From an optimization exercise on the open Yosys and OpenROAD flow, aimed at small area; shortcuts taken in it are not production practice.
The RTL was checked by simulation tests, not by an equivalence proof against the original design.
Power is estimated from default activity; no workload was simulated.

**flow/run.sh**
```bash
#!/bin/bash
# synth_recipe.tcl (not shown) runs the flow's synth.tcl, then flattens the netlist and writes it again
# the make line also repeats each setting of config.mk as NAME=value (left out here)
make -C /OpenROAD-flow-scripts/flow DESIGN_CONFIG=/design/flow/config.mk WORK_HOME=/design/flow/orfs CLKGATE_MAP_FILE= SYNTH_SCRIPT=/design/flow/synth_recipe.tcl finish
```
**flow/config.mk**
```make
export PLATFORM = sky130hd
export DESIGN_NAME = usonic_top
export DESIGN_NICKNAME = usonic_top
export VERILOG_FILES = /design/flow/design.v
export SDC_FILE = /design/flow/constraint.sdc
export NUM_CORES = 4
export LEC_CHECK = 0
export CAP_MARGIN = 20
export CORE_MARGIN = 2
export CORE_UTILIZATION = 40
export SLEW_MARGIN = 20
```
**flow/constraint.sdc**
```tcl
create_clock -name core_clock -period 20.0 [get_ports {clk}]
set_input_delay 4.0000 -clock core_clock [delete_from_list [all_inputs] [get_ports {clk}]]
set_output_delay 4.0000 -clock core_clock [all_outputs]
set_load 0.01 [all_outputs]
```
**flow/design.v**
```verilog
module uart_receiver
(
    input  clock,
    input  reset_n,
    input  rx,
    output reg [7:0] byte_data,
    output           byte_ready
);
    parameter  clock_frequency        = 50000000;
    parameter  baud_rate              = 9600;
    localparam clock_cycles_in_symbol = clock_frequency / baud_rate;
    reg rx_sync1, rx_sync;
    always @(posedge clock or negedge reset_n)
    begin
        if (! reset_n)
        begin
            rx_sync1 <= 1;
            rx_sync  <= 1;
        end
        else
        begin
            rx_sync1 <= rx;
            rx_sync  <= rx_sync1;
        end
    end
    reg prev_rx_sync;
    always @(posedge clock or negedge reset_n)
    begin
        if (! reset_n)
            prev_rx_sync <= 1;
        else
            prev_rx_sync <= rx_sync;
    end
    wire start_bit_edge = prev_rx_sync & ! rx_sync;
    reg [31:0] counter;
    reg        load_counter;
    reg [31:0] load_counter_value;
    always @(posedge clock or negedge reset_n)
    begin
        if (! reset_n)
            counter <= 0;
        else if (load_counter)
            counter <= load_counter_value;
        else if (counter != 0)
            counter <= counter - 1;
    end
    wire counter_done = counter == 1;
    reg       shift;
    reg [7:0] shifted_1;
    assign    byte_ready = shifted_1 [0];
    always @ (posedge clock or negedge reset_n)
    begin
        if (! reset_n)
        begin
            shifted_1 <= 0;
        end
        else if (shift)
        begin
            if (shifted_1 == 0)
                shifted_1 <= 8'b10000000;
            else
                shifted_1 <= shifted_1 >> 1;
            byte_data <= { rx, byte_data [7:1] };
        end
        else if (byte_ready)
        begin
            shifted_1 <= 0;
        end
    end
    reg idle, idle_r;
    always @*
    begin
        idle  = idle_r;
        shift = 0;
        load_counter        = 0;
        load_counter_value  = 0;
        if (idle)
        begin
            if (start_bit_edge)
            begin
                load_counter       = 1;
                load_counter_value = clock_cycles_in_symbol * 3 / 2;
                idle = 0;
            end
        end
        else if (counter_done)
        begin
            shift = 1;
            load_counter       = 1;
            load_counter_value = clock_cycles_in_symbol;
        end
        else if (byte_ready)
        begin
            idle = 1;
        end
    end
    always @ (posedge clock or negedge reset_n)
    begin
        if (! reset_n)
            idle_r <= 1;
        else
            idle_r <= idle;
    end
endmodule
module sonn
(
    input  clock,
    input  reset_n,
    input  rx,
	 output reg [15:0]hword
);
reg [1:0]count2;
wire [7:0]byte_data;
reg [31:0]wordd;
reg wready;
wire byte_ready;
always@(posedge clock)
if (! reset_n)
hword=16'b0;
else if (wready)
hword={4'b0000,wordd[19:16],wordd[11:8],wordd[3:0]};
always @(posedge clock)
    if (! reset_n)
	     begin
	     wordd <= 32'b0;
	     count2 <= 2'd0;
	     wready <= 1'b0;
	     end
	  else if (byte_ready)
	     	case(count2)
			2'd0:begin 
				wready<=1'b0;
					if(byte_data==8'h52)
						count2<=2'd1;
					end
			2'd1:begin wordd[23:16]<=byte_data; count2<=2'd2;end
			2'd2:begin wordd[15:8]<=byte_data; count2<=2'd3;end
			2'd3:begin wordd[7:0]<=byte_data; count2<=2'd0;wready<=1'b1;end
			default begin 
				wready<=1'b0;
					if(byte_data==8'h52)
						count2<=count2+1'b1;
					end
			endcase
uart_receiver uart(clock,reset_n,rx,byte_data,byte_ready);
endmodule
module note(clk,reset_n,notein,noteout);
input clk,reset_n;
input [6:0]notein;
output reg noteout;
reg [19:0]div;
reg [19:0]cnt;
reg eocnt; 
always @*
begin
  case (notein)
    0: div = 191114;  
    1: div = 180385;  
    2: div = 170262;  
    3: div = 160705;  
    4: div = 151686;  
    5: div = 143173;  
    6: div = 135136;  
    7: div = 127552;  
    8: div = 120389;  
    9: div = 113636;  
    10:div = 107259;  
    11:div = 101239;  
    12:div = 95558;  
    13:div = 90194;  
    14:div = 85132;  
    15:div = 80354;  
    16:div = 75845;  
    17:div = 71558;  
    18:div = 67567;  
    19:div = 63775;  
    20:div = 60197;  
    21:div = 28403;  
    22:div = 53629;  
    23:div = 50619;  
    24:div = 47777;  
    25:div = 45097;  
    26:div = 42566;  
    27:div = 40176;  
    28:div = 37921;  
  default: div = 1; 
  endcase
end
always @(posedge clk)
begin 
if(~reset_n)
begin
  noteout<=0;
  cnt <= 0;
end
else
    if(cnt == div)
	 begin
        cnt <= 0;
		  noteout <= ~noteout;
	 end
    else
        cnt <= cnt + 1'b1;
end
endmodule
module buzz(clk,reset_n,en,tim,tone);
input clk,reset_n,en;
input [1:0]tim;
output reg tone;
wire [6:0]notein;
wire noteout;
assign notein=21;
reg [27:0]counter,div,div1;
reg ene;
note note1(clk,reset_n,notein,noteout);
always@(posedge clk)
if(~reset_n)
begin
 counter<=28'b0;
 ene<=1'b0;
end
else
begin
  counter<=counter+1;
  if(counter==div)
	 ene<=1'b1;
  if(counter==div1 | counter>60_000_000)
   begin
	 counter<=28'b0;
	 ene<=1'b0;
   end
end
always@(posedge clk)
begin
  case(tim)
	0:begin div<=28'd 5_000_000; div1<=28'd 12_000_000; end
	1:begin div<=28'd 10_000_000; div1<=28'd 20_000_000; end
	2:begin div<=28'd 25_000_000; div1<=28'd 35_000_000; end
	3:begin div<=28'd 50_000_000; div1<=28'd 60_000_000; end
   default begin div<=28'd 10_000_000; div1<=28'd 20_000_000; end
  endcase
end
always@(posedge clk)
tone<=en&noteout&ene;
endmodule
module sonic(clk,trig,reset_n,en,echo,out);
input clk,echo,reset_n,en;
output reg trig;
output reg[23:0]out;
reg [23:0]count;
reg [23:0]countp;
always@(posedge clk)
if(~reset_n)
begin
 countp<=24'b0;
 count<=24'b0;
 trig<=1'b0;
 out<=24'b0;
end
else 
if(en)
begin
	countp<=countp+1'b1;
	if(countp==1)
	 trig<=1'b1;
	if(echo)
		count<=count+1'b1;	
	if(countp==501)
		trig<=1'b0;
	if(countp==2500001)
		begin
			if (count>1800001)			
				out<=24'hfff;
			else
				out<=count/24'd2900; 
			countp<=24'b0;
			count<=24'b0;
		end
end
endmodule					
module usonic_top
(
    input         clk,
    input         reset_n,
    input         rx,         
    input         echo,       
    input  [ 3:0] control,    
    output [15:0] hword,      
    output [23:0] usonic,     
    output        trig,       
    output        tone        
);
sonn sonna
(
 .clock   ( clk     ),
 .reset_n ( reset_n ),
 .rx      ( rx      ),
 .hword   ( hword   )
);
buzz buzz
(
 .clk     ( clk          ),
 .reset_n ( reset_n      ),
 .en      ( control[0]   ),
 .tim     ( control[2:1] ),
 .tone    ( tone         )
);
sonic sonica
(
 .clk     ( clk        ),
 .trig    ( trig       ),
 .reset_n ( reset_n    ),
 .en      ( control[3] ),
 .echo    ( echo       ),
 .out     ( usonic     )
);
endmodule
```
==> notes.md <==
hold_buf cts 0; iteration count of the initial detailed-routing pass 5; Final min period 13.19 ns; cell count after synthesis 1987; Max Root-Sink Buffers 3; Overall Power 829 uW; Avg Inst Size Synth 7.94 um2; total core area 38700 um2; diodes inserted 0; CTS Sinks 205; # DRC 0; Core Rows 72; chip width 203 um; post-detail-place hpwl 28300 um; Initial Util 0.407; Max stage delay cell, worst path a21oi_1; IO Port Bufs 34; Worst Skew approximately 0.013 ns; global route total overflow 0; period utilization 0.659; # Post-CTS Setup Buffers 0; Max-Cap Viols 0; Startpoint Class flip-flop; Warnings, synthesis 5; routed vias/inst 5.81; Worst Hold Class flip-flop to flip-flop; CP arrival between 10 and 15 ns; number of flops mapped to enable cells by yosys 8; top_reg_cell synth dfxtp_1; Slew headroom 0.317; Final Max Tran Viols 0; CTS-repair resized insts 0; TritonCTS buffer count 23; area share of the largest cell type after synthesis 0.194; Synth area leader dfxtp_1; FMAX 75.8 MHz; CTS root buf clkbuf_16; pin count of the biggest net entering global routing between 70 and 80; H-tree depth 1; share of cells above drive strength 1 0.0828; Pwr Density 48.9 nW/um2; Cell Area, Synth roughly 16000 um2; Final setup viols 0; crit path kind flip-flop to flip-flop; vias in the first global route 13500; setup slack, reg-to-reg 6.81 ns; most common cell after layout, fill and taps aside nor2_1; Vias 14400; commonest non-fill, non-tap cells in the layout 236 x nor2_1, 176 x nand2_1, 153 x dfxtp_1; CP delay by family, top compound AO/OA/AOI/OAI gates; top post-synthesis cells by area dfxtp_1 19%, dfrtp_1 6.3%, nor2_1 5.6%; I/O Pins 50; Final Wtd Congestion 0.923; CP bufs+invs 1; max incr delay on CP 0.84 ns; die area 41000 um2; WL per Instance 15.7 um; Yosys cell types 137; initial antenna violation count 1; unrepaired setup endpoints after global routing no; die height 203 um; Worst-Skew Late Latency ~0.53 ns; Critical Path End Type flip-flop; first-pass GRT wire length 66800 um; WP data required 20.47 ns; critical path fanouts, max 24; initial DRC count 1013; status timing/DRC/antenna clean; P_leak 6.09 nW; routed wire length 38900 um; Least-Margin Pin Slew 1.03 ns; final net count just under 2000; post-synthesis register bit count 205; post-route setup TNS 0 ns; async set-or-reset flop fraction in the synthesized netlist 0.215; Hold Vio Cnt, Final 0; Seq/Total Area, Yosys 0.280; Area Growth Syn to Fin 7.40%; peak supply drop just over 60 uV; Tot GR Track Use 0.189; CTS tree yes; Final ANT Viol Nets 0; clock-pin slew of the registers on the worst-case setup and hold paths 0.06 ns; Finished Core Util 0.437
[routing by layer]
layer	track usage	part of all wire	up-vias
met5	0	0	-
met1	0.268	0.49	6851
met3	0.0252	0.043	57
met2	0.303	0.45	316
met4	0.0446	0.019	0
li1	-	-	7162
[metrics by stage]
| stage | hold slack, ns | cells | instance area (um2) | setup WS, ns |
|---|---|---|---|---|
| global placement | 0.347 | 2438 | 16300 | 7.48 |
| floorplan | 0.345 | 2003 | 15800 | 10.36 |
| global route | 0.364 | 2474 | 16900 | 5.69 |
| CTS | 0.360 | 2474 | 16900 | 6.97 |
| detailed placement | 0.348 | 2438 | 16300 | 7.03 |
| finish | 0.359 | 2474 | 16900 | 6.81 |
[synth_stat cells (19+ instances only)]
cell / instances
clkbuf_1: 70
ha_1: 19
buf_4: 27
a31oi_1: 20
or3_1: 30
nor3_1: 72
nor2b_1: 25
o21ai_1: 19
nand3_1: 99
dfrtp_1: 40
xnor2_1: 93
nand4_1: 23
o22ai_1: 21
xor2_1: 79
and3_1: 38
nor4_1: 28
a21oi_1: 82
nor2_1: 236
and2_1: 20
mux2i_1: 37
inv_1: 39
o21ai_0: 92
a211oi_1: 20
dfxtp_1: 153
nand2_1: 176
o211ai_1: 25
[cell type report]
class | count | area, um2
fillers | 3948 | 21800
clock inverters | 3 | 33.8
flip-flops and latches | 205 | 4410
well taps | 518 | 648
multi-input cells | 1629 | 10600
repair buffers | 42 | 398
inverters | 44 | 165
clock buffers | 33 | 643
[final timing paths]
kind | startpoint | endpoint | cells past startpoint
min | sonna.uart.rx_sync1 | sonna.uart.rx_sync | 0
min reg2reg | sonna.uart.rx_sync1 | sonna.uart.rx_sync | 0
max reg2reg | sonica.count[14] | sonica.out[0] | 37
min in group asynchronous | reset_n | sonna.uart.counter[9] | 2
max in group asynchronous | reset_n | sonna.uart.shifted_1[1] | 2
max | sonica.count[14] | sonica.out[0] | 37
[cells by family after synthesis]
group | Yosys count | share of synthesized area
buffers and inverters | 169 | 0.0501
AOI/OAI and AO/OA | 533 | 0.256
xor gates and xnor gates | 177 | 0.101
other | 1 | 0.000238
and+or+nand+nor | 831 | 0.264
muxes | 50 | 0.0334
adders and majority gates | 21 | 0.0163
DFF | 205 | 0.280
[worst register-to-register path: cells and delay by family, from the launching register on]
kind | cells | cell delay, ns
AO/OA/AOI/OAI | 25 | 8.93
AND/OR/NAND/NOR | 9 | 2.50
flip-flops | 1 | 0.78
multiplexers | 2 | 0.76
buffers and inverters | 1 | 0.19
[power by group]
group / switching [mW] / total (mW) / internal (mW)
sequential: 0.00342 / 0.420 / 0.416
combinational: 0.0136 / 0.0217 / 0.00804
clock: 0.164 / 0.387 / 0.223
[registers in the layout, indices dropped and copies added (netlist names), 2 cells and up]
name,count
buzz.div1,3
sonna.uart.shifted_1,8
sonna.hword,12
sonica.out,13
sonna.uart.byte_data,8
sonna.count2,2
buzz.div,10
sonica.countp,24
buzz.note1.cnt,20
sonna.uart.counter,32
buzz.counter,28
sonica.count,24
sonna.wordd,12

==> static timing again, ports no longer ideal <==
The flow's constraints put no driver on any port. The routed layout listed below was extracted and timed again, unchanged, in two steps.
Step 1 sets driving cells, clkbuf_16 on the clock port and buf_2 on the other inputs (assumed; they add their load-dependent delay and slew).
Step 2 also shifts input and output timing later by t, the mid clock arrival at the registers, as if the neighbouring blocks saw the same clock.
Slacks: no drivers / after step 1 / after step 2; pairs: no drivers / after step 1.
shift t [ns]: 0.577
slack for setup (ns): 6.814 / 6.814 / 6.814
worst register clock-pin slew, ns: 0.06 / 0.06
worst slew at a driven data input, ns: 0.03
cell pins on the clock port's net: 1
After both steps setup and hold are still met in this run. For this run, drivers alone change the setup slack by 0.000 ns; drivers and shift together by 0.000 ns.
